Source: an optimization exercise on an open RTL-to-GDS flow (aim: small area). Production flows keep margins and buffers that such runs may drop.
Only simulation tests tie the RTL to the original design; equivalence was not proved.
Power is estimated from default activity; no workload was simulated.

### design/flow/flow/run.sh
#!/bin/bash
set -euo pipefail
export CTS_ARGS="-sink_clustering_enable -repair_clock_nets -dont_use_dummy_load -sink_clustering_size 28 -sink_clustering_max_diameter 100"
export BUFFER_PORTS_ARGS="-buffer_cell sky130_fd_sc_hd__buf_2"
bash standard.sh finish > standard_flow.log 2>&1
### design/flow/standard.sh
#!/bin/bash
# synth_recipe.tcl (not shown) runs the flow's synth.tcl, then flattens the netlist and writes it again
# the make line also repeats each setting of config.mk as NAME=value (left out here)
make -C /OpenROAD-flow-scripts/flow DESIGN_CONFIG=/design/flow/config.mk WORK_HOME=/design/flow/orfs CLKGATE_MAP_FILE= SYNTH_SCRIPT=/design/flow/synth_recipe.tcl "${@:-finish}"
### design/flow/config.mk
export PLATFORM = sky130hd
export DESIGN_NAME = mmu_l2tlb_replace
export DESIGN_NICKNAME = mmu_l2tlb_replace
export VERILOG_FILES = /design/flow/design.v
export SDC_FILE = /design/flow/constraint.sdc
export NUM_CORES = 4
export LEC_CHECK = 0
export ABC_AREA = 0
export CAP_MARGIN = 10
export CORE_MARGIN = 2
export CORE_UTILIZATION = 55
export SLEW_MARGIN = 10
export SYNTH_HIERARCHICAL = 1
export SYNTH_MINIMUM_KEEP_SIZE = 0
### design/flow/constraint.sdc
create_clock -name core_clock -period 14.0 [get_ports {clk}]
set_input_delay 2.8000 -clock core_clock [delete_from_list [all_inputs] [get_ports {clk}]]
set_output_delay 2.8000 -clock core_clock [all_outputs]
set_load 0.01 [all_outputs]
### design/flow/design.v
`timescale 1ns / 1ps
module mmu_l2tlb_plru_4way (
    input            clk,
    input            r,
    input            rv,
    input            c_hi,
    input            c1,
    input            c3,
    input            cv_lo,
    input            cv_hi,
    output reg [2:0] state
);
    wire k_lo = ~(rv & cv_lo);   
    wire k_hi = ~(rv & cv_hi);   
    always @(posedge clk) begin
        state[2] <= (state[2] & k_lo) | (r & c_hi);
        state[1] <= (state[1] & k_lo) | (r & c1);
        state[0] <= (state[0] & k_hi) | (r & c3);
    end
endmodule
module mmu_l2tlb_plru_rd3 (
    input  [8:0] states,   
    input  [2:0] sel,
    output [2:0] state_n
);
    assign state_n = ~((states[8:6] & {3{sel[2]}}) |
                       (states[5:3] & {3{sel[1]}}) |
                       (states[2:0] & {3{sel[0]}}));
endmodule
module mmu_l2tlb_plru_rdrow (
    input  [47:0] states,   
    input  [15:0] sel,
    input         row_sel,
    output [ 2:0] state
);
    wire [2:0] g_n[0:4];
    genvar g;
    generate
        for (g = 0; g < 5; g = g + 1) begin : g_grp
            mmu_l2tlb_plru_rd3 rd (
                .states (states[9*g+8:9*g]),
                .sel    (sel[3*g+2:3*g]),
                .state_n(g_n[g])
            );
        end
    endgenerate
    assign state = {3{row_sel}} & (~g_n[0] | ~g_n[1] | ~g_n[2] | ~g_n[3] | ~g_n[4] |
                                   (states[47:45] & {3{sel[15]}}));
endmodule
module mmu_l2tlb_plru_rowdrv (
    input  a_n,     
    input  b_n,     
    input  valid,
    output r,
    output rv
);
    assign r  = ~(a_n | b_n);
    assign rv = ~((a_n | b_n) & valid);
endmodule
module mmu_l2tlb_plru_coldrv (
    input  cm_n,    
    input  hi_n,    
    input  lo_n,    
    input  w1_n,    
    input  w3_n,    
    input  valid,
    output c_hi,
    output c1,
    output c3,
    output cv_lo,
    output cv_hi
);
    assign c_hi  = ~(cm_n | hi_n);
    assign c1    = ~(cm_n | w1_n);
    assign c3    = ~(cm_n | w3_n);
    assign cv_lo = ~((cm_n | lo_n) & valid);
    assign cv_hi = ~((cm_n | hi_n) & valid);
endmodule
module mmu_l2tlb_plru_and2n (
    input  a_n,
    input  b_n,
    output y
);
    assign y = ~(a_n | b_n);
endmodule
`timescale 1ns / 1ps
module mmu_l2tlb_replace (
    input            rstn,
    input            clk,
    input      [1:0] i_update_en_2,
    input      [7:0] i_update_position_8,
    input      [3:0] i_update_way_4,
    input      [3:0] i_l21_valid_4,
    input      [3:0] i_l22_valid_4,
    input      [1:0] i_replace_en_2,
    input      [5:0] i_l21_replace_position_6,
    input      [7:0] i_l22_replace_position_8,
    output reg [3:0] o_replace_way_4
);
    localparam NR = 20;
    localparam NC = 16;
    reg valid;
    always @(posedge clk or negedge rstn) begin
        if (!rstn) valid <= 1'b0;
        else valid <= 1'b1;
    end
    wire [7:0] up = i_update_position_8;
    wire upd22 = (i_update_en_2 == 2'b01);
    wire upd21 = (i_update_en_2 == 2'b10) && (i_update_position_8[7:6] == 2'b00);
    wire w3 = (i_update_way_4 == 4'b1000);
    wire w2 = (i_update_way_4 == 4'b0100);
    wire w1 = (i_update_way_4 == 4'b0010);
    wire w0 = (i_update_way_4 == 4'b0001);
    wire [NR-1:0] r_sel[0:1];
    wire [NR-1:0] rv_sel[0:1];
    wire [NC-1:0] c_hi[0:1], c1[0:1], c3[0:1], cv_lo[0:1], cv_hi[0:1];
    wire [4:0] ra_n;
    wire [3:0] rb_n;
    assign ra_n[0] = ~(upd22 && up[7:6] == 2'd0);
    assign ra_n[1] = ~(upd22 && up[7:6] == 2'd1);
    assign ra_n[2] = ~(upd22 && up[7:6] == 2'd2);
    assign ra_n[3] = ~(upd22 && up[7:6] == 2'd3);
    assign ra_n[4] = ~upd21;
    assign rb_n[0] = ~(up[5:4] == 2'd0);
    assign rb_n[1] = ~(up[5:4] == 2'd1);
    assign rb_n[2] = ~(up[5:4] == 2'd2);
    assign rb_n[3] = ~(up[5:4] == 2'd3);
    wire hi_n = ~(w3 | w2);
    wire lo_n = ~(w1 | w0);
    wire w1_n = ~w1;
    wire w3_n = ~w3;
    genvar gr, gc, gh;
    generate
        for (gr = 0; gr < NR; gr = gr + 1) begin : g_row
            for (gh = 0; gh < 2; gh = gh + 1) begin : g_half
                mmu_l2tlb_plru_rowdrv drv (
                    .a_n  (ra_n[gr/4]),
                    .b_n  (rb_n[gr%4]),
                    .valid(valid),
                    .r    (r_sel[gh][gr]),
                    .rv   (rv_sel[gh][gr])
                );
            end
        end
        for (gc = 0; gc < NC; gc = gc + 1) begin : g_col
            wire cm_n = ~(up[3:0] == gc);
            for (gh = 0; gh < 2; gh = gh + 1) begin : g_half
                mmu_l2tlb_plru_coldrv drv (
                    .cm_n (cm_n),
                    .hi_n (hi_n),
                    .lo_n (lo_n),
                    .w1_n (w1_n),
                    .w3_n (w3_n),
                    .valid(valid),
                    .c_hi (c_hi[gh][gc]),
                    .c1   (c1[gh][gc]),
                    .c3   (c3[gh][gc]),
                    .cv_lo(cv_lo[gh][gc]),
                    .cv_hi(cv_hi[gh][gc])
                );
            end
        end
    endgenerate
    wire [2:0] st[0:NR*NC-1];
    generate
        for (gr = 0; gr < NR; gr = gr + 1) begin : g_r
            for (gc = 0; gc < NC; gc = gc + 1) begin : g_c
                mmu_l2tlb_plru_4way plru (
                    .clk  (clk),
                    .r    (r_sel[gc/8][gr]),
                    .rv   (rv_sel[gc/8][gr]),
                    .c_hi (c_hi[gr/10][gc]),
                    .c1   (c1[gr/10][gc]),
                    .c3   (c3[gr/10][gc]),
                    .cv_lo(cv_lo[gr/10][gc]),
                    .cv_hi(cv_hi[gr/10][gc]),
                    .state(st[gr*NC+gc])
                );
            end
        end
    endgenerate
    wire       rd21 = i_replace_en_2[1];
    wire [3:0] rd_col = rd21 ? i_l21_replace_position_6[3:0] : i_l22_replace_position_8[3:0];
    wire [3:0] vbits = rd21 ? i_l21_valid_4 : i_l22_valid_4;
    wire [NR-1:0] rd_row;
    wire [NC-1:0] rd_colsel[0:1];
    wire [2:0] row_st[0:NR-1];
    generate
        for (gr = 0; gr < NR; gr = gr + 1) begin : g_rdrow
            if (gr < 16) begin : g_l22
                assign rd_row[gr] = valid & ~rd21 & (i_l22_replace_position_8[7:4] == gr);
            end else begin : g_l21
                assign rd_row[gr] = valid & rd21 & (i_l21_replace_position_6[5:4] == gr - 16);
            end
            wire [3*NC-1:0] row_states;
            for (gc = 0; gc < NC; gc = gc + 1) begin : g_rdcol
                assign row_states[3*gc+2:3*gc] = st[gr*NC+gc];
            end
            mmu_l2tlb_plru_rdrow rd (
                .states (row_states),
                .sel    (rd_colsel[gr/10]),
                .row_sel(rd_row[gr]),
                .state  (row_st[gr])
            );
        end
        for (gc = 0; gc < NC; gc = gc + 1) begin : g_rdcolsel
            wire lo_n = ~(rd_col[1:0] == gc % 4);
            wire hi_n = ~(rd_col[3:2] == gc / 4);
            for (gh = 0; gh < 2; gh = gh + 1) begin : g_half
                mmu_l2tlb_plru_and2n drv (
                    .a_n(lo_n),
                    .b_n(hi_n),
                    .y  (rd_colsel[gh][gc])
                );
            end
        end
    endgenerate
    reg [2:0] s;
    integer i;
    always @(*) begin
        s = 3'b000;
        for (i = 0; i < NR; i = i + 1) s = s | row_st[i];
    end
    wire [1:0] idx = {s[1] ^ s[2], s[0]};
    always @(*) begin
        if (i_replace_en_2 == 2'b00) begin
            o_replace_way_4 = 4'b0000;
        end else if (!vbits[0]) begin
            o_replace_way_4 = 4'b0001;
        end else if (!vbits[1]) begin
            o_replace_way_4 = 4'b0010;
        end else if (!vbits[2]) begin
            o_replace_way_4 = 4'b0100;
        end else if (!vbits[3]) begin
            o_replace_way_4 = 4'b1000;
        end else begin
            o_replace_way_4 = 4'b0001 << idx;
        end
    end
endmodule
==> metrics.yaml, run 1 <==
status: "failed layout checks"
check.faults: "max-capacitance violations"
synth_edf_count: 0
final.min_clock_period_ns: 10.94
synth_top_area_frac: 0.530
antenna_found_initial: 6
power_leakage_uw: 0.0140
synthArstFlopShare: 0.00104
yosys-top-cells-count: "a22o_1 (962), dfxtp_1 (960), nand2_1 (723), a222oi_1 (300), nor2_1 (196)"
cts_made_buffers: 40
die_h_um: 261
grt_pass1_vias: 32000
drt-initial-drc-count: 6268
max-vdd-ir-drop_mv: 0.0972
drt-total-wl_um: 142000
core-area_sq_mm: 0.0655
crit_path_end_kind: "output pin"
crit_fanout: 31
synth_seq_cells: 961
syn-num-nets: 3521
wl_per_cell_um: 31.4
clkTransAtPathRegs_ns: 0.10
total_power_uw: 4390
synthTopCellsByArea: "dfxtp_1 (53%), a22o_1 (23%), a222oi_1 (8.3%), nand2_1 (7.5%), nor2_1 (2.0%)"
port-buffer-count: 43
vias: 33900
area.growth.synth_to_final_pct: 8.75
slowest_stage: "nor4_1"
rsz0062_at_grt: "false"
clock_path_buffers: 3
synth_area_sq_mm: 0.0362
overflow: 0
grt_use_total: 0.406
cts_sinks: 961
grt_start_max_net_pins: 78
cts_setup_buffers: 0
path_cells: "buf_2, nor2_1, a32oi_1, nor2_2, buf_4, a222oi_1, and4_1, a31oi_1, nor4_1, and3_1, nand3_1, xor2_1, o21ai_0, buf_2"
die_w_um: 261
grt_pass1_wl_um: 207000
syn_area_per_cell_sq_um: 10.4
clock_latency_ns: 0.63
critPathKind: "in -> out"
synth_flop_cell: "dfxtp_1"
rows: 94
setup_violations: 0
root_buffer: "clkbuf_16"
worst_slack_ns: 3.06
placed_cells: 4474
synthCells: 3481
post-place-ws_ns: 3.40
ys_warn_count: 9
final_layout_size_suffix_gt1_frac: 0.0701
cap_violations: 1
cts_tree: "yes"
seq_area_frac_synth: 0.531
ant_nets: 0
io_pins: 44
fin_cells: 4521
start_util: 0.553
max_slew_margin: 0.0129
yosys.cell_types.count: 40
gp_congestion: 1.01
die_area_sq_mm: 0.0680
tightest_slew_ns: 1.47
hold_viol_final: 0
place_area_sq_mm: 0.0384
drtPass1Iterations: 14
synth.most_common_cell: "a22o_1"
nNetsFinal: 3693
tns_ns: 0
remaining_drc_errors: 0
fin_area_sq_mm: 0.0394
cp_data_arrival_time_ns: 8.14
max_freq_ghz: 0.0914
critPathRequiredTime_ns: 11.20
timing.final.crit_share: 0.781
drv_slew: 0
hpwl_um: 92800
finClkSkew_ns: 0.0306
holdCritPathClass: "reg -> reg"
ctsHoldBuffers: 0
htreeDepth: 2
vias_per_cell: 7.49
critical_path.most_common_cell: "buf_2"
cp-start-kind: "input pin"
power_density_mw_per_mm2: 111
slowest_delay_ns: 1.13
cts_resized: 0
synth_largest_area_cell: "dfxtp_1"
routing by layer:
layer	vias up	track usage	part of all wire
li1	14500	-	-
met1	16700	0.490	0.36
met2	2126	0.655	0.46
met3	512	0.0482	0.080
met4	4	0.326	0.097
met5	-	0	0.00020
sequential cells by signal, indices dropped and copies added, names as in the netlist:
signal	cells
valid	1
g_r.g_c.plru.state	960
stage by stage:
| stage | hold slack (ns) | utilization |
|---|---|---|
| 6_report | 0.481 | 0.602 |
| 2_1_floorplan | 0.439 | - |
| 4_1_cts | 0.482 | 0.601 |
| 5_1_grt | 0.493 | 0.602 |
| 3_3_place_gp | 0.452 | 0.586 |
| 3_5_place_dp | 0.452 | 0.586 |
per-module statistics from Yosys (local to each module, per instance):
module,area [sq um],copies in the design,flip-flops and latches,cells inside
mmu_l2tlb_plru_rowdrv,8.76,40,0,2
mmu_l2tlb_replace,861,1,1,149
mmu_l2tlb_plru_and2n,3.75,32,0,1
mmu_l2tlb_plru_rdrow,60.1,20,0,10
mmu_l2tlb_plru_rd3,30.0,100,0,3
mmu_l2tlb_plru_coldrv,21.3,32,0,5
mmu_l2tlb_plru_4way,93.8,320,3,8
path summary, 6_finish.rpt:
path / slack [ns] / from / cells past startpoint / end
worst min-delay path: 0.48 / g_r[12].g_c[2].plru.state[2] / 1 / g_r[12].g_c[2].plru.state[2]
worst min register to register: 0.48 / g_r[12].g_c[2].plru.state[2] / 1 / g_r[12].g_c[2].plru.state[2]
max in group asynchronous: 11.99 / rstn / 1 / valid
worst max register to register: 11.07 / valid / 5 / g_r[7].g_c[12].plru.state[1]
worst max-delay path: 3.06 / i_replace_en_2[1] / 14 / o_replace_way_4[1]
min in group asynchronous: 1.92 / rstn / 1 / valid
area by class of cell:
cell class	count	area, sq um
diodes	6	15.0
fillers	5504	26100
repair buffers	133	898
well taps	864	1080
inverters	25	93.8
clock buffers	40	1000
flip-flops and latches	961	19200
multi-input cells	2492	17100
power by group:
group | switching [uW] | total, uW | internal [uW] | leakage, uW
registers | 3.04 | 2740 | 2730 | 0.00774
logic | 223 | 278 | 55.2 | 0.00580
clock network | 859 | 1380 | 518 | 0.000493
worst max-delay path, delay by kind of cell:
family,cells,cell delay (ns)
and+or+nand+nor,6,2.11
AOI/OAI and AO/OA,4,1.73
buffers and inverters,3,0.88
xor gates and xnor gates,1,0.58
cells in the final DEF (no fill, tap or decap), types with 43 or more instances in the layout:
master      n
a222oi_1  300
a22o_1    962
a31oi_1    62
and4_1     60
buf_2      43
buf_4      89
dfxtp_1   960
nand2_1   722
nor2_1    127
nor2_2     68
o21ai_1    99
cells by family (layout without fill, tap and decap cells):
logic type	Yosys count	after routing	synth area share
compound gates	1441	1441	0.343
simple gates	1045	1045	0.122
flops	961	961	0.531
xor+xnor	3	3	0.000725
other cells	1	7	0.000103
buf+inv	28	198	0.00338
mux	2	2	0.000552
==> run 2, diff against run 1 <==
--- a/design/flow/config.mk
+++ b/design/flow/config.mk
@@ -8,3 +8,3 @@
 export ABC_AREA = 0
-export CAP_MARGIN = 10
+export CAP_MARGIN = 20
 export CORE_MARGIN = 2
==> metrics.yaml, run 2 <==
start_util: 0.553
post-place-ws_ns: 3.39
rsz0062_at_grt: "false"
syn-num-nets: 3521
largest_reg_flops: 960
path_cells: "buf_2, nor2_1, a32oi_1, nor2_2, buf_4, a222oi_1, and4_1, a31oi_1, nor4_1, and3_1, nand3_1, xor2_1, o21ai_0, buf_2"
intPower_uw: 3310
gp_congestion: 1.01
area.growth.synth_to_final_pct: 10.1
synth_edf_count: 0
critPathKind: "in -> out"
worst_slack_ns: 3.00
synthSimpleGateAreaFrac: 0.122
nNetsFinal: 3725
slowest_delay_ns: 0.99
final_common_cell: "a22o_1"
synth_compound_area_frac: 0.343
max-vdd-ir-drop_mv: 0.0917
synthCells: 3481
reg2reg_slack_ns: 11.15
max_slew_margin: 0.141
grt_use_total: 0.406
yosys.cell_types.count: 40
ctsHoldBuffers: 0
p_seq_frac: 0.624
cap_violations: 0
cts_sinks: 961
seq_area_frac_synth: 0.531
critical_path.most_common_cell: "buf_2"
vias_per_cell: 7.45
core-area_sq_mm: 0.0655
synth_top_family_by_area: "compound AO/OA/AOI/OAI gates"
timing.final.crit_share: 0.786
power_leakage_uw: 0.0143
holdCritPathClass: "reg -> reg"
synth_seq_cells: 961
fin_cells: 4555
slowest_stage: "nor4_1"
cts_setup_buffers: 0
grt_start_max_net_pins: 78
ant_nets: 0
synth_fa_ha_area_frac: 0
die_w_um: 261
cts_tree: "yes"
hpwl_um: 93600
root_buffer: "clkbuf_16"
clock_path_buffers: 3
grt_pass1_vias: 32100
rows: 94
synthXorXnorAreaFrac: 0.000725
top_regs: "g_r.g_c.plru.state x960, valid x1"
synth.most_common_cell: "a22o_1"
cp_data_arrival_time_ns: 8.20
p_sw_frac: 0.246
wl_per_cell_um: 31.2
die_area_sq_mm: 0.0680
synth_area_sq_mm: 0.0362
max_freq_ghz: 0.0909
final.min_clock_period_ns: 11.00
clkTransAtPathRegs_ns: 0.07
drt-initial-drc-count: 5768
top_register: "g_r.g_c.plru.state"
critPathRequiredTime_ns: 11.20
tightest_slew_ns: 1.29
hold_viol_final: 0
synth_mux_area_frac: 0.000552
clock_latency_ns: 0.62
die_h_um: 261
remaining_drc_errors: 0
tns_ns: 0
final_layout_size_suffix_gt1_frac: 0.0782
antenna_found_initial: 8
drtPass1Iterations: 12
fin_util: 0.609
grt_pass1_wl_um: 208000
port-buffer-count: 43
setup_violations: 0
vias: 33900
share_comb_of_total_power: 0.064
clock_power_share: 0.312
synthArstFlopShare: 0.00104
synth_flop_cell: "dfxtp_1"
cp-start-kind: "input pin"
syn_area_per_cell_sq_um: 10.4
yosys-top-cells-count: "a22o_1 (962), dfxtp_1 (960), nand2_1 (723), a222oi_1 (300), nor2_1 (196)"
synthTopCellsByArea: "dfxtp_1 (53%), a22o_1 (23%), a222oi_1 (8.3%), nand2_1 (7.5%), nor2_1 (2.0%)"
status: "timing/DRC/antenna clean"
synth_top_area_frac: 0.530
synth_largest_area_cell: "dfxtp_1"
cts_resized: 0
cts_made_buffers: 40
overflow: 0
power_density_mw_per_mm2: 110
finClkSkew_ns: 0.0257
drv_slew: 0
switchingPower_uw: 1080
placed_cells: 4483
final_cell_mix: "a22o_1 (962), dfxtp_1 (960), nand2_1 (722)"
crit_fanout: 31
drt-total-wl_um: 142000
io_pins: 44
crit_path_end_kind: "output pin"
htreeDepth: 2
ys_warn_count: 9
-- run 2: final timing paths --
path                            cells past startpoint                    startpoint                      endpoint
worst max register to register                      5                         valid  g_r[11].g_c[2].plru.state[1]
worst min register to register                      1  g_r[17].g_c[2].plru.state[1]  g_r[17].g_c[2].plru.state[1]
min in group asynchronous                           1                          rstn                         valid
worst max-delay path                               14             i_replace_en_2[1]            o_replace_way_4[1]
max in group asynchronous                           1                          rstn                         valid
worst min-delay path                                1  g_r[17].g_c[2].plru.state[1]  g_r[17].g_c[2].plru.state[1]
-- run 2: cell type report --
cell class / count / area (sq um)
Sequential cell: 961 / 19200
Inverter: 25 / 93.8
Timing Repair Buffer: 165 / 1370
Antenna cell: 8 / 20.0
Tap cell: 864 / 1080
Multi-Input combinational cell: 2492 / 17100
Fill cell: 5492 / 25600
Clock buffer: 40 / 1000
-- run 2: worst max-delay path: cells and delay by family --
family,cells,cell delay [ns]
AO/OA/AOI/OAI,4,1.89
XOR/XNOR,1,0.59
buffers and inverters,3,0.85
AND/OR/NAND/NOR,6,2.03
-- run 2: per-layer routing --
layer  global-route usage  wire length, um  vias up
met5                    0               10        -
met4                0.313            13400        2
met3               0.0544            11700      515
met2                0.658            65400     2186
met1                0.490            51500    16700
li1                     -                -    14600
-- run 2: power by group through the flow --
stage	Sequential, uW	Clock [uW]	Combinational (uW)
final	2740	1370	282
after global routing	2740	1460	300
after CTS	2740	1380	268
after detailed placement	2800	0	268
after global placement	2800	0	259
after floorplan	2800	0	147
-- run 2: logic make-up after synthesis --
group | count (synthesis)
compound gates | 1441
xor+xnor | 3
buf+inv | 28
flops | 961
mux | 2
other cells | 1
simple gates | 1045
-- run 2: per-module statistics from Yosys, one instance, submodules excluded --
| module | cells inside | copies in the design | cell area, sq um | flip-flops and latches |
|---|---|---|---|---|
| mmu_l2tlb_replace | 149 | 1 | 861 | 1 |
| mmu_l2tlb_plru_4way | 8 | 320 | 93.8 | 3 |
| mmu_l2tlb_plru_rdrow | 10 | 20 | 60.1 | 0 |
| mmu_l2tlb_plru_rd3 | 3 | 100 | 30.0 | 0 |
| mmu_l2tlb_plru_coldrv | 5 | 32 | 21.3 | 0 |
| mmu_l2tlb_plru_rowdrv | 2 | 40 | 8.76 | 0 |
| mmu_l2tlb_plru_and2n | 1 | 32 | 3.75 | 0 |
-- run 2: metrics by stage --
step	hold WS [ns]	instance area, sq um	power [uW]
floorplan	0.439	36200	2950
global placement	0.452	38400	3060
detailed placement	0.453	38500	3070
CTS	0.475	39500	4390
global route	0.493	39900	4500
finish	0.482	39900	4390
==> run 3, diff against run 2 <==
==> design/flow/flow/run.sh (replaced) <==
#!/bin/bash
set -euo pipefail
export CTS_ARGS="-sink_clustering_enable -repair_clock_nets -dont_use_dummy_load -sink_clustering_size 28 -sink_clustering_max_diameter 100"
bash standard.sh finish > standard_flow.log 2>&1
--- a/design/flow/config.mk
+++ b/design/flow/config.mk
@@ -8,5 +8,6 @@
 export ABC_AREA = 0
-export CAP_MARGIN = 20
+export CAP_MARGIN = 5
 export CORE_MARGIN = 2
 export CORE_UTILIZATION = 55
+export PLACE_DENSITY = 0.7
 export SLEW_MARGIN = 10
==> metrics.yaml, run 3 <==
syn-num-nets: 3521
fin_util: 0.605
crit_path_end_kind: "output pin"
synth_edf_count: 0
status: "timing/DRC/antenna clean"
root_buffer: "clkbuf_16"
drtPass1Iterations: 14
critPathRequiredTime_ns: 11.20
nFillCells: 5442
drt-total-wl_um: 148000
die_area_sq_mm: 0.0680
ctsHoldBuffers: 0
finClkSkew_ns: 0.0221
clock_path_buffers: 3
ant_nets: 0
cp-start-kind: "input pin"
total_power_uw: 4400
top_regs: "g_r.g_c.plru.state x960, valid x1"
syn_area_per_cell_sq_um: 10.4
final_cell_mix: "a22o_1 (962), dfxtp_1 (960), nand2_1 (722)"
cap_violations: 0
largest_reg_flops: 960
setup_violations: 0
slowest_stage: "clkdlybuf4s50_1"
path_cells: "clkdlybuf4s50_1, o32a_1, nor2_2, buf_4, a222oi_1, and4_1, a31oi_1, nor4_1, and3_1, nand3_1, xor2_1, a22o_1, clkdlybuf4s50_1"
synth_area_sq_mm: 0.0362
critical_path.most_common_cell: "clkdlybuf4s50_1"
cts_sinks: 961
synth_largest_area_cell: "dfxtp_1"
hpwl_um: 98700
tns_ns: 0
crit_fanout: 31
core-area_sq_mm: 0.0655
cts_resized: 0
start_util: 0.553
synth_flop_cell: "dfxtp_1"
synth_top_area_frac: 0.530
antenna_found_initial: 9
path_delay_family: "buffers and inverters"
cts_made_buffers: 40
fin_area_sq_mm: 0.0396
die_h_um: 261
power_leakage_uw: 0.0140
synth_seq_cells: 961
timing.final.crit_share: 0.853
grt_use_total: 0.421
final_common_cell: "a22o_1"
final_layout_size_suffix_gt1_frac: 0.0583
place_area_sq_mm: 0.0386
final.min_clock_period_ns: 11.94
wl_per_cell_um: 32.6
top_register: "g_r.g_c.plru.state"
cp_data_arrival_time_ns: 9.14
max-vdd-ir-drop_mv: 0.126
nNetsFinal: 3695
grt_pass1_vias: 32200
remaining_drc_errors: 0
synth.most_common_cell: "a22o_1"
tightest_slew_ns: 1.39
gp_congestion: 1.03
rsz0062_at_grt: "false"
clock_latency_ns: 0.64
overflow: 0
path_buf_inv: 3
slowest_delay_ns: 1.16
ys_warn_count: 9
whs_ns: 0.480
yosys.cell_types.count: 40
cts_setup_buffers: 0
vias_per_cell: 7.54
cts_tree: "yes"
power_density_mw_per_mm2: 111
max_slew_margin: 0.0710
htreeDepth: 2
drt-initial-drc-count: 5962
grt_pass1_wl_um: 214000
seq_area_frac_synth: 0.531
grt_start_max_net_pins: 65
clkTransAtPathRegs_ns: 0.10
die_w_um: 261
area.growth.synth_to_final_pct: 9.37
drv_slew: 0
max_freq_ghz: 0.0838
synthTopCellsByArea: "dfxtp_1 (53%), a22o_1 (23%), a222oi_1 (8.3%), nand2_1 (7.5%), nor2_1 (2.0%)"
io_pins: 44
synthCells: 3481
vias: 34100
synthArstFlopShare: 0.00104
rows: 94
critPathKind: "in -> out"
yosys-top-cells-count: "a22o_1 (962), dfxtp_1 (960), nand2_1 (723), a222oi_1 (300), nor2_1 (196)"
hold_viol_final: 0
port-buffer-count: 43
holdCritPathClass: "reg -> reg"
[run 3: cell types whose count changed in the layout (fill, tap and decap cells not counted), sizes merged]
cell and change:
clkbuf -1, diode -3, clkdlybuf4s50 +43, buf -72
[run 3: final timing paths]
kind,depth (start not counted),slack (ns),endpoint,startpoint
max in group asynchronous,1,11.59,valid,rstn
setup / recovery,13,2.06,o_replace_way_4[3],i_replace_en_2[1]
hold / removal,1,0.48,g_r[5].g_c[15].plru.state[2],g_r[5].g_c[15].plru.state[2]
setup reg to reg,5,11.23,g_r[5].g_c[11].plru.state[2],valid
hold reg to reg,1,0.48,g_r[5].g_c[15].plru.state[2],g_r[5].g_c[15].plru.state[2]
min in group asynchronous,1,2.30,valid,rstn
[run 3: layout make-up]
cell class | instances | area (sq um) | area share
inverter | 25 | 93.8 | 0.00237
clock buffer | 40 | 1000 | 0.0253
multi-input combinational | 2492 | 17100 | 0.431
antenna | 5 | 12.5 | 0.000316
sequential | 961 | 19200 | 0.486
timing repair buffer | 135 | 1120 | 0.0283
tap | 864 | 1080 | 0.0273
[run 3: metal layers]
metal  track usage  share of wire  wire length [um]
met1         0.485           0.35             51600
met2         0.690           0.46             68100
met3        0.0642          0.087             12900
met4         0.355           0.10             15100
met5             0        0.00033                49
[run 3: kinds of logic (layout without fill, tap and decap cells)]
group | count (synthesis) | in the layout | synth area share
muxes | 2 | 2 | 0.000552
DFF | 961 | 961 | 0.531
and+or+nand+nor | 1045 | 1045 | 0.122
xor gates and xnor gates | 3 | 3 | 0.000725
other | 1 | 6 | 0.000103
AOI/OAI and AO/OA | 1441 | 1441 | 0.343
buffers and inverters | 28 | 200 | 0.00338
[run 3: per-stage QoR]
stage / worst slack (ns) / cells
after detailed placement: 2.22 / 4477
after floorplan: 5.34 / 3481
after CTS: 2.20 / 4517
after global placement: 2.28 / 4477
after global routing: 1.81 / 4517
final: 2.06 / 4522
[run 3: Yosys stat by module (local to each module, per instance)]
module,flops+latches,cell area [sq um]
mmu_l2tlb_plru_4way,3,93.8
mmu_l2tlb_plru_and2n,0,3.75
mmu_l2tlb_plru_coldrv,0,21.3
mmu_l2tlb_plru_rd3,0,30.0
mmu_l2tlb_plru_rdrow,0,60.1
mmu_l2tlb_plru_rowdrv,0,8.76
mmu_l2tlb_replace,1,861
[run 3: worst reg2reg max path, cell delays in order (launching register included)]
cell and delay, ns:
dfrtp_4 0.85, buf_4 0.72, o21ai_1 0.57, buf_4 0.34
nand2_1 0.10, a22o_1 0.15
[run 3: power by group]
part | internal (uW) | leakage (uW) | total, uW | switching, uW
Sequential | 2730 | 0.00774 | 2740 | 3.76
Combinational | 61.3 | 0.00581 | 286 | 224
Clock | 518 | 0.000493 | 1370 | 855
==> run 4, diff against run 3 <==
--- a/design/flow/config.mk
+++ b/design/flow/config.mk
@@ -11,3 +11,2 @@
 export CORE_UTILIZATION = 55
-export PLACE_DENSITY = 0.7
 export SLEW_MARGIN = 10
==> metrics.yaml, run 4 <==
status: "timing/DRC/antenna clean"
overflow: 0
ys_warn_count: 9
synthCells: 3481
critPathRequiredTime_ns: 11.20
crit_fanout: 31
syn-num-nets: 3521
cts_setup_buffers: 0
path_cells: "clkdlybuf4s50_1, buf_4, nor2_1, a32oi_1, nor2_2, buf_4, a222oi_1, and4_1, a31oi_1, nor4_1, and3_1, nand3_1, xor2_1, o21ai_0, clkdlybuf4s50_1"
holdCritPathClass: "reg -> reg"
grt_use_total: 0.430
place_area_sq_mm: 0.0386
wl_met2_um: 68200
remaining_drc_errors: 0
die_h_um: 261
finClkSkew_ns: 0.0216
dr_wl_met3_um: 12800
power_leakage_uw: 0.0140
top_regs: "g_r.g_c.plru.state x960, valid x1"
port-buffer-count: 43
post-place-ws_ns: 2.44
grt_start_max_net_pins: 74
rows: 94
ctsHoldBuffers: 0
synth_area_sq_mm: 0.0362
grt_pass1_wl_um: 218000
die_w_um: 261
path_buf_inv: 4
hpwl_um: 100000
nNetsFinal: 3691
whs_ns: 0.482
drt-initial-drc-count: 6457
hold_viol_final: 0
gp_congestion: 1.06
synth_largest_area_cell: "dfxtp_1"
cts_resized: 0
clock_latency_ns: 0.63
final_cell_mix: "a22o_1 (962), dfxtp_1 (960), nand2_1 (722)"
htreeDepth: 2
cts_made_buffers: 40
cts_sinks: 961
path_delay_family: "compound AO/OA/AOI/OAI gates"
crit_path_end_kind: "output pin"
clock_path_buffers: 3
area.growth.synth_to_final_pct: 9.35
tns_ns: 0
antenna_found_initial: 2
ant_nets: 0
met1_length_um: 52100
cp_data_arrival_time_ns: 9.11
root_buffer: "clkbuf_16"
seq_area_frac_synth: 0.531
synth.most_common_cell: "a22o_1"
synthArstFlopShare: 0.00104
drt-total-wl_um: 150000
max_freq_ghz: 0.0840
final_layout_size_suffix_gt1_frac: 0.0584
slowest_stage: "a32oi_1"
critPathKind: "in -> out"
drtPass1Iterations: 12
wl_per_cell_um: 33.1
max_slew_margin: 0.0760
rsz0062_at_grt: "false"
slowest_delay_ns: 0.96
grt_pass1_vias: 32700
clkTransAtPathRegs_ns: 0.10
timing.final.crit_share: 0.851
largest_reg_flops: 960
synth_edf_count: 0
top_layer: "met5"
start_util: 0.553
worst_slack_ns: 2.09
setup_violations: 0
syn_area_per_cell_sq_um: 10.4
cap_violations: 0
tightest_slew_ns: 1.38
drv_slew: 0
vias_per_cell: 7.67
fin_area_sq_mm: 0.0396
top_register: "g_r.g_c.plru.state"
yosys.cell_types.count: 40
power_density_mw_per_mm2: 111
synth_flop_cell: "dfxtp_1"
final.min_clock_period_ns: 11.91
synth_top_area_frac: 0.530
die_area_sq_mm: 0.0680
final_common_cell: "a22o_1"
io_pins: 44
synthTopCellsByArea: "dfxtp_1 (53%), a22o_1 (23%), a222oi_1 (8.3%), nand2_1 (7.5%), nor2_1 (2.0%)"
vias: 34700
yosys-top-cells-count: "a22o_1 (962), dfxtp_1 (960), nand2_1 (723), a222oi_1 (300), nor2_1 (196)"
cp-start-kind: "input pin"
cts_tree: "yes"
max-vdd-ir-drop_mv: 0.0900
synth_seq_cells: 961
core-area_sq_mm: 0.0655
run 4: layout make-up:
cell class	instances	area (sq um)
Fill cell	5474	25900
Sequential cell	961	19200
Multi-Input combinational cell	2492	17100
Timing Repair Buffer	131	1090
Tap cell	864	1080
Clock buffer	40	1000
Inverter	25	93.8
Antenna cell	5	12.5
run 4: routing by layer:
metal  vias to the layer above  global-route usage
met5                         -                   0
met4                         2               0.376
met3                       675              0.0602
met2                      2597               0.697
met1                     16900               0.500
li1                      14500                   -
run 4: kinds of logic (layout without fill, tap and decap cells):
kind of cell	Yosys count	after routing	share of synthesized area
AOI/OAI and AO/OA	1441	1441	0.343
and+or+nand+nor	1045	1045	0.122
buffers and inverters	28	196	0.00338
other	1	6	0.000103
muxes	2	2	0.000552
DFF	961	961	0.531
xor gates and xnor gates	3	3	0.000725
run 4: through the flow:
stage / total power, uW / utilization / std cells
2_1_floorplan: 2950 / - / 3481
3_3_place_gp: 3070 / 0.589 / 4472
3_5_place_dp: 3080 / 0.589 / 4472
4_1_cts: 4390 / 0.604 / 4512
5_1_grt: 4500 / 0.605 / 4513
6_report: 4400 / 0.605 / 4518
run 4: final timing paths:
kind,startpoint,endpoint,slack [ns],cells past startpoint
max,i_replace_en_2[1],o_replace_way_4[1],2.09,15
min,g_r[17].g_c[4].plru.state[2],g_r[17].g_c[4].plru.state[2],0.48,1
max reg2reg,valid,g_r[12].g_c[3].plru.state[2],11.01,5
min reg2reg,g_r[17].g_c[4].plru.state[2],g_r[17].g_c[4].plru.state[2],0.48,1
max in group asynchronous,rstn,valid,11.60,1
min in group asynchronous,rstn,valid,2.29,1
run 4: power by group:
group	switching, uW	internal, uW	total [uW]
clock network	861	518	1380
registers	3.09	2730	2740
logic	227	61.4	288
run 4: per-module statistics from Yosys, one instance, submodules excluded:
module	cells	flops+latches
mmu_l2tlb_replace	149	1
mmu_l2tlb_plru_4way	8	3
mmu_l2tlb_plru_rdrow	10	0
mmu_l2tlb_plru_rd3	3	0
mmu_l2tlb_plru_coldrv	5	0
mmu_l2tlb_plru_rowdrv	2	0
mmu_l2tlb_plru_and2n	1	0
==> run 5, diff against run 4 <==
--- a/design/flow/config.mk
+++ b/design/flow/config.mk
@@ -8,6 +8,7 @@
 export ABC_AREA = 0
-export CAP_MARGIN = 5
+export CAP_MARGIN = 0
 export CORE_MARGIN = 2
 export CORE_UTILIZATION = 55
-export SLEW_MARGIN = 10
+export GPL_ROUTABILITY_DRIVEN = 0
+export SLEW_MARGIN = 0
 export SYNTH_HIERARCHICAL = 1
==> metrics.yaml, run 5 <==
timing.final.crit_share: 0.837
antenna_found_initial: 0
nFillCells: 5419
place_area_sq_mm: 0.0386
synth.most_common_cell: "a22o_1"
synth_flop_cell: "dfxtp_1"
grt_start_max_net_pins: 65
drv_slew: 0
power_leakage_uw: 0.0140
grt_pass1_vias: 32200
synthXorXnorAreaFrac: 0.000725
tns_ns: 0
remaining_drc_errors: 0
top_register: "g_r.g_c.plru.state"
synthCells: 3481
ant_nets: 0
synth_area_sq_mm: 0.0362
ys_warn_count: 9
cts_resized: 0
synth_compound_area_frac: 0.343
ctsHoldBuffers: 0
core-area_sq_mm: 0.0655
hold_viol_final: 0
p_sw_frac: 0.246
clkTransAtPathRegs_ns: 0.10
synth_fa_ha_area_frac: 0
die_area_sq_mm: 0.0680
synth_top_area_frac: 0.530
critPathKind: "in -> out"
fin_area_sq_mm: 0.0396
start_util: 0.553
drtPass1Iterations: 14
cp_data_arrival_time_ns: 8.91
synth_largest_area_cell: "dfxtp_1"
overflow: 0
die_h_um: 261
synth_edf_count: 0
synth_mux_area_frac: 0.000552
io_pins: 44
clock_power_share: 0.312
vias: 34100
cts_tree: "yes"
tightest_slew_ns: 1.41
cts_setup_buffers: 0
synthTopCellsByArea: "dfxtp_1 (53%), a22o_1 (23%), a222oi_1 (8.3%), nand2_1 (7.5%), nor2_1 (2.0%)"
share_comb_of_total_power: 0.065
p_seq_frac: 0.623
seq_area_frac_synth: 0.531
synth_top_family_by_area: "compound AO/OA/AOI/OAI gates"
vias_per_cell: 7.55
status: "timing/DRC/antenna clean"
area.growth.synth_to_final_pct: 9.35
power_density_mw_per_mm2: 111
synth_seq_cells: 961
holdCritPathClass: "reg -> reg"
yosys-top-cells-count: "a22o_1 (962), dfxtp_1 (960), nand2_1 (723), a222oi_1 (300), nor2_1 (196)"
htreeDepth: 2
grt_pass1_wl_um: 207000
crit_path_end_kind: "output pin"
clock_path_buffers: 3
max-vdd-ir-drop_mv: 0.109
largest_reg_flops: 960
hpwl_um: 93500
cap_violations: 0
drt-total-wl_um: 142000
synthArstFlopShare: 0.00104
cts_made_buffers: 40
max_freq_ghz: 0.0854
nNetsFinal: 3697
total_power_uw: 4390
final_layout_size_suffix_gt1_frac: 0.0588
cts_sinks: 961
final_common_cell: "a22o_1"
setup_violations: 0
clock_latency_ns: 0.63
intPower_uw: 3310
port-buffer-count: 43
final_cell_mix: "a22o_1 (962), dfxtp_1 (960), nand2_1 (722)"
crit_fanout: 31
die_w_um: 261
wl_per_cell_um: 31.4
max_slew_margin: 0.0623
switchingPower_uw: 1080
drt-initial-drc-count: 6545
rsz0062_at_grt: "false"
syn-num-nets: 3521
cp-start-kind: "input pin"
root_buffer: "clkbuf_16"
final.min_clock_period_ns: 11.71
yosys.cell_types.count: 40
top_regs: "g_r.g_c.plru.state x960, valid x1"
critPathRequiredTime_ns: 11.20
syn_area_per_cell_sq_um: 10.4
synthSimpleGateAreaFrac: 0.122
rows: 94
grt_use_total: 0.404
finClkSkew_ns: 0.0339
==> run 5: power groups by stage <==
stage,Sequential [uW],Combinational [uW],Clock [uW]
final,2740,286,1370
after global routing,2740,301,1460
after CTS,2740,275,1380
after detailed placement,2800,275,0
after global placement,2800,267,0
after floorplan,2800,147,0
==> run 5: worst paths after layout <==
| kind | from | to | slack [ns] | cells after the start |
|---|---|---|---|---|
| worst max-delay path | i_replace_en_2[1] | o_replace_way_4[2] | 2.29 | 15 |
| worst min-delay path | g_r[2].g_c[13].plru.state[2] | g_r[2].g_c[13].plru.state[2] | 0.48 | 1 |
| worst max register to register | valid | g_r[8].g_c[4].plru.state[2] | 11.15 | 5 |
| worst min register to register | g_r[2].g_c[13].plru.state[2] | g_r[2].g_c[13].plru.state[2] | 0.48 | 1 |
| max in group asynchronous | rstn | valid | 11.60 | 1 |
| min in group asynchronous | rstn | valid | 2.29 | 1 |
==> run 5: area by class of cell <==
cell class / count / area, sq um / share of cell area
inverter: 25 / 93.8 / 0.00237
tap: 864 / 1080 / 0.0273
antenna: 2 / 5.00 / 0.000126
clock buffer: 40 / 1000 / 0.0253
timing repair buffer: 137 / 1140 / 0.0287
multi-input combinational: 2492 / 17100 / 0.431
sequential: 961 / 19200 / 0.486
==> run 5: critical path, cell delays in order <==
cell,delay [ns]
clkdlybuf4s50_1,0.45
buf_4,0.28
nor2_1,0.09
a32oi_1,0.87
nor2_2,0.07
buf_4,0.28
a222oi_1,0.57
and4_1,0.41
a31oi_1,0.12
nor4_1,1.10
and3_1,0.35
nand3_1,0.10
xor2_1,0.61
a22o_1,0.23
clkdlybuf4s50_1,0.54
==> run 5: modules after synthesis (local to each module, per instance) <==
module,area (sq um),flip-flops and latches
mmu_l2tlb_plru_4way,93.8,3
mmu_l2tlb_plru_and2n,3.75,0
mmu_l2tlb_plru_rowdrv,8.76,0
mmu_l2tlb_plru_rd3,30.0,0
mmu_l2tlb_plru_coldrv,21.3,0
mmu_l2tlb_replace,861,1
mmu_l2tlb_plru_rdrow,60.1,0
==> run 5: kinds of logic after synthesis <==
logic type                after synthesis
xor gates and xnor gates                3
other                                   1
buffers and inverters                  28
and+or+nand+nor                      1045
muxes                                   2
DFF                                   961
AOI/OAI and AO/OA                    1441
==> run 5: routing by layer <==
layer | vias up | share of wire | GRT usage
met3 | 556 | 0.092 | 0.0507
met2 | 2400 | 0.45 | 0.646
li1 | 14500 | - | -
met1 | 16700 | 0.36 | 0.486
met4 | 2 | 0.098 | 0.336
met5 | - | 0.00023 | 0.00356
==> run 5: through the flow <==
| step | hold WS [ns] | setup WS (ns) | cells | utilization |
|---|---|---|---|---|
| after detailed placement | 0.453 | 2.53 | 4479 | 0.590 |
| after CTS | 0.482 | 2.51 | 4519 | 0.605 |
| after global routing | 0.492 | 2.25 | 4519 | 0.605 |
| after floorplan | 0.439 | 5.34 | 3481 | - |
| final | 0.482 | 2.29 | 4521 | 0.605 |
| after global placement | 0.451 | 2.49 | 4479 | 0.590 |

[separate check: timing with driven ports]
How much do the figures lean on ideal ports? The routed layouts below were timed once more, with nothing changed but the port constraints. Step 1 assumes that a clkbuf_16 drives the clock port and a buf_2 every other input. Step 2 adds t to the input delays and takes it off the output delays; t is the mean of the earliest and latest rising clock arrival at the registers after step 1. Input paths then give back, and output paths get back, about the clock's delay inside the block. Three values: ideal ports, drivers, drivers and shift; two values: the first two.
run	t (ns)	setup WS [ns]	worst setup path after step 2	pins driven straight from the clock port
run 1	0.684	3.062 / 3.038 / 3.038	input to output	1
run 2	0.681	2.998 / 2.974 / 2.974	input to output	1
run 3	0.695	2.060 / 2.019 / 2.019	input to output	1
run 4	0.699	2.090 / 2.063 / 2.063	input to output	1
run 5	0.679	2.287 / 2.263 / 2.263	input to output	1
For run 3, which loses most, drivers alone change the setup slack by -0.041 ns; drivers and shift together by -0.041 ns.
